From an optimization exercise on the open Yosys and OpenROAD flow, aimed at small area and a short achievable clock period; shortcuts taken in it are not production practice.
Function not checked in this run: the RTL went through the layout flow alone.
Power and IR drop assume default switching activity.

==> design.v <==
module mux_dff(CLK,rst,in,out,CE);
parameter  WIDTH=8 ;
parameter sync="SYNC";
parameter sel=0;
input CLK,rst,CE;
input[WIDTH-1:0] in;
output [WIDTH-1:0] out;
reg[WIDTH-1:0] dff_out;
generate
    if(sync=="ASYNC")begin
always @(posedge CLK or posedge rst) begin
if(rst) dff_out<=0;
else if(CE) dff_out<=in;
end
end
else begin
always @(posedge CLK) begin
if(rst) dff_out<=0;
else if(CE) dff_out<=in;
end
end
endgenerate
assign out=(sel==1)? dff_out:in;
endmodule
module DSP (A,B,D,C,CLK,CARRYIN,OPMODE,BCIN,RSTA,RSTB,RSTM,
RSTP,RSTC,RSTD,RSTCARRYIN,RSTOPMODE,CEA,CEB,CEM,CEP,CEC,CED,
CECARRYIN,CEOPMODE,PCIN,BCOUT,PCOUT,P,M,CARRYOUT,CARRYOUTF);
parameter A0REG=0;
parameter A1REG=1 ; 
parameter B0REG=0;  
parameter B1REG=1;
parameter CREG=1; 
parameter DREG=1; 
parameter MREG=1; 
parameter PREG=1; 
parameter CARRYINREG=1; 
parameter CARRYOUTREG=1; 
parameter OPMODEREG=1; 
parameter CARRYINSEL="OPMODE5";
parameter B_INPUT ="DIRECT";
parameter RSTTYPE ="SYNC";
input [17:0] A,B,D,BCIN;
input [47:0] C,PCIN;
input [7:0] OPMODE;
input CLK,CARRYIN,RSTA,RSTB,RSTC,RSTCARRYIN,RSTD,RSTM,
RSTOPMODE,RSTP,CEA,CEB,CECARRYIN,CEC,CED,CEM,CEOPMODE,CEP;
output [17:0] BCOUT;
output [47:0]PCOUT;
output[47:0] P;
output[35:0] M;
output CARRYOUT,CARRYOUTF;
wire[17:0]D_out,B0_out,A0_out,A1_out
,B_out,PRE_ADD_OUT;
reg[17:0] B0_in,B1_in;
wire[35:0]mult_out;
wire[7:0]OPMODE_out;
wire CYin;
wire cin,cout;
reg [47:0] x_out,z_out;
wire [47:0]POST_ADD_OUT,C_out;
mux_dff#(.WIDTH(8),.sync(RSTTYPE),.sel(OPMODEREG)) 
OPMODE_REG(.CLK(CLK),.rst(RSTOPMODE),.in(OPMODE),.out(OPMODE_out),.CE(CEOPMODE));
mux_dff#(.WIDTH(18),.sync(RSTTYPE),.sel(DREG)) 
D_REG(.CLK(CLK),.rst(RSTD),.in(D),.out(D_out),.CE(CED));
mux_dff#(.WIDTH(18),.sync(RSTTYPE),.sel(A0REG)) 
A0_REG(.CLK(CLK),.rst(RSTA),.in(A),.out(A0_out),.CE(CEA));
always @(*) begin
        if (B_INPUT == "DIRECT") 
            B0_in =B ;
         else if (B_INPUT == "CASCADE") 
            B0_in = BCIN;
         else 
            B0_in = 0;
    end
mux_dff#(.WIDTH(18),.sync(RSTTYPE),.sel(B0REG)) 
B0_REG(.CLK(CLK),.rst(RSTB),.in(B0_in),.out(B0_out),.CE(CEB));
mux_dff#(.WIDTH(48),.sync(RSTTYPE),.sel(CREG)) 
C_REG(.CLK(CLK),.rst(RSTC),.in(C),.out(C_out),.CE(CEC));
assign PRE_ADD_OUT=(OPMODE_out[6]==1)? (D_out-B0_out):(D_out+B0_out);
always @(*) begin
    if (OPMODE_out[4] == 0) 
            B1_in = B0_out;
         else 
            B1_in = PRE_ADD_OUT;
end
mux_dff#(.WIDTH(18),.sync(RSTTYPE),.sel(B1REG)) 
B1_REG(.CLK(CLK),.rst(RSTB),.in(B1_in),.out(BCOUT),.CE(CEB));
mux_dff#(.WIDTH(18),.sync(RSTTYPE),.sel(A1REG)) 
A1_REG(.CLK(CLK),.rst(RSTA),.in(A0_out),.out(A1_out),.CE(CEA));
assign mult_out = BCOUT*A1_out;
mux_dff#(.WIDTH(36),.sync(RSTTYPE),.sel(MREG)) 
M_REG(.CLK(CLK),.rst(RSTM),.in(mult_out),.out(M),.CE(CEM));
assign CYin=(CARRYINSEL=="OPMODE5")? OPMODE_out[5]:(CARRYINSEL=="CARRYIN")?CARRYIN:0;
mux_dff#(.WIDTH(1),.sync(RSTTYPE),.sel(CARRYINREG)) 
CYI(.CLK(CLK),.rst(RSTCARRYIN),.in(CYin),.out(cin),.CE(CECARRYIN));
always @(*) begin
        if (OPMODE_out[1:0] == 0) 
        x_out=0;
        else if (OPMODE_out[1:0] == 1) 
        x_out={12'b0,M};
        else if (OPMODE_out[1:0] == 2)
         x_out=PCOUT;   
        else
        x_out={D_out[11:0], A1_out[17:0],BCOUT[17:0]};
    end
always @(*) begin
        if (OPMODE_out[3:2] == 0) 
        z_out=0;
        else if (OPMODE_out[3:2] == 1) 
        z_out=PCIN;
        else if (OPMODE_out[3:2] == 2)
        z_out=PCOUT;   
        else
        z_out={12'b0,C_out};
    end
assign {cout,POST_ADD_OUT}=(OPMODE_out[7]==1)? (z_out-(x_out+cin)):z_out+x_out+cin;
mux_dff#(.WIDTH(48),.sync(RSTTYPE),.sel(PREG)) 
P_REG(.CLK(CLK),.rst(RSTP),.in(POST_ADD_OUT),.out(P),.CE(CEP));
mux_dff#(.WIDTH(1),.sync(RSTTYPE),.sel(CARRYOUTREG)) 
CYO_REG(.CLK(CLK),.rst(RSTCARRYIN),.in(cout),.out(CARRYOUT),.CE(CECARRYIN));
assign PCOUT=P;
assign CARRYOUTF=CARRYOUT;
endmodule
==> run.sh <==
#!/bin/bash
# synth_recipe.tcl (not shown) runs the flow's synth.tcl, then flattens the netlist and writes it again
# the make line also repeats each setting of config.mk as NAME=value (left out here)
make -C /OpenROAD-flow-scripts/flow DESIGN_CONFIG=/design/flow/config.mk WORK_HOME=/design/flow/orfs CLKGATE_MAP_FILE= SYNTH_SCRIPT=/design/flow/synth_recipe.tcl finish
==> config.mk <==
export PLATFORM = sky130hd
export DESIGN_NAME = DSP
export DESIGN_NICKNAME = DSP
export VERILOG_FILES = /design/flow/design.v
export SDC_FILE = /design/flow/constraint.sdc
export NUM_CORES = 4
export LEC_CHECK = 0
export CAP_MARGIN = 20
export CORE_MARGIN = 2
export CORE_UTILIZATION = 40
export SLEW_MARGIN = 20
==> constraint.sdc <==
create_clock -name core_clock -period 7.0 [get_ports {CLK}]
set_input_delay 1.4000 -clock core_clock [delete_from_list [all_inputs] [get_ports {CLK}]]
set_output_delay 1.4000 -clock core_clock [all_outputs]
set_load 0.01 [all_outputs]
==> qor.txt <==
P_leak = 15.36 nW
final wirelength = 90740 um
Design Power = 5.091 mW
Port Buf Inserts = 326
VDD IR max = 170.6 uV
min Tclk post-route = 6.706 ns
Slew Viols, Final = 0
largest cells by area after synthesis = fa_1 19%, dfxtp_1 14%, ha_1 12%, inv_1 6.1%, mux2i_1 5.5%
crit-path max cell delay = 0.60 ns
final worst path period share = 95.80%
status = timing/DRC/antenna clean
ys async rst share = 0%
Reg2Reg Depth = 23
Reg clk slew, reported paths = 0.09 ns
area of the multi-input gates = 20880 um^2
final hold viol count = 0
Power Density = 158.5 nW/um^2
I/O pins = 346
met1 WL = 40430 um
Crit-path slowest cell = dfxtp_1
sequential fraction of the synthesis area = 14.25%
RR Startpoint = B1_REG.dff_out[9]$_SDFFE_PP0P_
via count = 23610
gr usage total = 25.75%
worst path bufs/invs = 4
crit path DAT = 7.11 ns
first-pass iteration count of the detailed router = 5
pin count of the biggest net entering global routing = 68
Crit path top cell by count = fa_1
RSZ-0062 raised after global routing = false
antenna violations before repair = 2
cells after synthesis = 3327
first-pass GRT wire length = 139000 um
CP Class = flop to flop
setup bufs post-CTS = 0
WL/cell = 20.53 um
latest clock arrival within the worst-skew pair = 0.52 ns
Reg area = 3950 um^2
HPWL after DPL = 73080 um
Nets = 4244
Ys Warns = 7
clock root cell = clkbuf_16
area of the core = 68350 um^2
critical path required time = 7.40 ns
share of the synthesized area in the top cell type = 18.97%
R2R setup slack = 0.29 ns
std cell rows = 96
vias in the first global route = 23390
worst-margin pin slew = 1.105 ns
Starting Density = 40.29%
crit path cell chain = buf_4, nand2_1, fa_1, inv_1, fa_1, fa_1, fa_1, fa_1, inv_1, fa_1, inv_1, ha_1, a21oi_1, nor2b_1, o21ai_0, nand2b_1, a2111o_1, o221ai_2, o21ai_1, a21oi_1, o21ai_0, nor4bb_1, or3_1
share of cells above drive strength 1 = 7.525%
Filler cells = 6795
DRT iter0 DRCs = 1493
syn_nets = 4049
Routed Antenna Nets = 0
Hold EP = C_REG.dff_out[33]$_SDFFE_PP0P_
Synth area leader = fa_1
# hold bufs at CTS = 0
area grow syn2layout = 16.63%
H-tree lvl count = 4
global route total overflow = 0
final setup violation count = 0
MaxCap Viol Count = 0
uppermost layer routed = met5
hold path depth = 2
Commonest cells post-synth = 447 x inv_1, 304 x nor2_1, 286 x nand2_1
Setup crit end kind = flop
most common cell in the synthesized netlist = inv_1
post-synthesis register bit count = 196
Die W = 266.4 um
CTS tree = built
Hold Crit Start = C_REG.dff_out[33]$_SDFFE_PP0P_
Cell Area, Synth = 27540 um^2
Hold Path Class = flop to flop
CP max FO = 8
met3 WL = 6289 um
Die H = 266.4 um
Main synth FF type = dfxtp_1
clock sinks = 196
Slew headroom = 26.09%
Mapped Avg Cell Area = 8.277 um^2
vias per cell = 5.343
clock buffer count from CTS = 17
Routability Congestion = 0.9513
crit path launch type = flop
Yosys cell types = 87
r2r endpoint = M_REG.dff_out[34]$_SDFFE_PP0P_
CTS Buffer Depth = 2
met2 wire length = 40160 um
top cell family by delay on the critical path = adder cells
DIE AREA = 70960 um^2
Setup TNS = 0 ns
Achievable Freq = 149.1 MHz
Remaining DRCs = 0
cts repair resizes = 0
Layout Skew = 0.01891 ns
EDFF count, synth = 0
## cells in the final DEF, fill, tap and decap left out, types with 7 or more instances in the layout
cell               n
inv_1            447
clkdlybuf4s50_1  319
nor2_1           304
nand2_1          286
ha_1             267
fa_1             261
dfxtp_1          175
a21oi_1          151
mux2i_1          150
and2_1           145
xnor2_1          100
mux2_2            85
buf_4             85
a21o_1            84
o21ai_0           71
a22o_1            64
a211oi_1          42
nand3_1           41
xor2_1            39
nor2b_1           38
nor3_1            29
a31oi_1           23
a22oi_1           22
nand2b_1          22
dfxtp_2           21
o21a_1            21
o21bai_1          18
and3_1            18
clkbuf_16         17
or3_1             13
a311oi_1          11
o211ai_1          11
nand4_1            9
o22ai_1            8
nor4_1             7
## per-stage QoR
step           cells  hold slack, ns  util [%]  cell area (um^2)  setup slack [ns]
6_report        4419          0.4960     46.99             32120            0.2937
5_1_grt         4417          0.5159     46.98             32110          0.005992
4_1_cts         4417          0.4974     46.94             32080           0.06852
3_5_place_dp    4385          0.4784     46.01             31450           0.08910
3_3_place_gp    4385          0.4672     46.01             31450            0.1164
2_1_floorplan   3327          0.4544         -             27540            0.4713
## sequential cells by signal (all words and copies together) (netlist names)
| name | flops |
|---|---|
| M_REG.dff_out | 36 |
| A1_REG.dff_out | 18 |
| P_REG.dff_out | 48 |
| D_REG.dff_out | 18 |
| CYO_REG.dff_out | 1 |
| OPMODE_REG.dff_out | 8 |
| B1_REG.dff_out | 18 |
| C_REG.dff_out | 48 |
| CYI.dff_out | 1 |
## report_power, final
group          switching (mW)  leakage [nW]  internal, mW
combinational            1.40          13.4          1.17
sequential              0.201          1.62          1.21
clock                   0.588         0.307         0.521
## logic make-up after synthesis
group / count (synthesis) / share of synthesized area (%)
muxes: 235 / 8.929
xor gates and xnor gates: 139 / 4.421
adders and majority gates: 528 / 31.11
AOI/OAI and AO/OA: 607 / 15.44
buffers and inverters: 683 / 10.02
DFF: 196 / 14.25
and+or+nand+nor: 939 / 15.83
## cell type report
class / instances / share of cell area, %
diodes: 2 / 0.01558
well taps: 882 / 3.436
repair buffers: 410 / 12.02
clock inverters: 15 / 0.6350
clock buffers: 17 / 1.325
multi-input cells: 2448 / 65.02
inverters: 449 / 5.248
flip-flops and latches: 196 / 12.30
## metal layers
| layer | vias to the layer above | GRT usage (%) |
|---|---|---|
| met2 | 780 | 40.10 |
| met5 | - | 0 |
| met4 | 2 | 10.90 |
| met3 | 138 | 5.508 |
| li1 | 11340 | - |
| met1 | 11350 | 34.48 |
## how the worst max path moves through the flow
stage                                                from                        endpoint  slack (ns)  cells after the start
after floorplan           B1_REG.dff_out[10]$_SDFFE_PP0P_  M_REG.dff_out[33]$_SDFFE_PP0P_        0.47                     24
after global placement     B1_REG.dff_out[6]$_SDFFE_PP0P_  M_REG.dff_out[33]$_SDFFE_PP0P_        0.12                     23
after detailed placement   B1_REG.dff_out[8]$_SDFFE_PP0P_  M_REG.dff_out[34]$_SDFFE_PP0P_        0.09                     23
after CTS                  B1_REG.dff_out[8]$_SDFFE_PP0P_  M_REG.dff_out[34]$_SDFFE_PP0P_        0.07                     23
after global routing       B1_REG.dff_out[9]$_SDFFE_PP0P_  M_REG.dff_out[33]$_SDFFE_PP0P_       0.006                     22
final                      B1_REG.dff_out[9]$_SDFFE_PP0P_  M_REG.dff_out[34]$_SDFFE_PP0P_        0.29                     23
## worst register-to-register path, cell delays in order, from the launching register on
cell and delay [ns]:
dfxtp_1 0.60, buf_4 0.23, nand2_1 0.07, fa_1 0.53, inv_1 0.05, fa_1 0.48, fa_1 0.56, fa_1 0.43
fa_1 0.49, inv_1 0.05, fa_1 0.50, inv_1 0.05, ha_1 0.34, a21oi_1 0.17, nor2b_1 0.06, o21ai_0 0.14
nand2b_1 0.11, a2111o_1 0.43, o221ai_2 0.20, o21ai_1 0.15, a21oi_1 0.25, o21ai_0 0.16, nor4bb_1 0.17, or3_1 0.39

port drivers added, routing unchanged:
The results above use ideal ports. As a check the final layout listed here was re-extracted and re-timed, cells and wires unchanged. Step 1 sets driving cells, clkbuf_16 on the clock port and buf_2 on the other inputs (assumed; they add their load-dependent delay and slew). Step 2 adds t to the input delays and takes it off the output delays; t is the mean of the earliest and latest rising clock arrival at the registers after step 1. Input paths then give back, and output paths get back, about the clock's delay inside the block. Slacks: no drivers / after step 1 / after step 2; pairs: no drivers / after step 1.
t (ns): 0.575
setup WS [ns]: 0.294 / 0.294 / 0.294
slew at the worst register clock pin (ns): 0.09 / 0.09
cell pins on the clock port's net: 1
After both steps setup and hold are still met in this run. For this run, drivers alone change the setup slack by 0.000 ns; drivers and shift together by 0.000 ns.
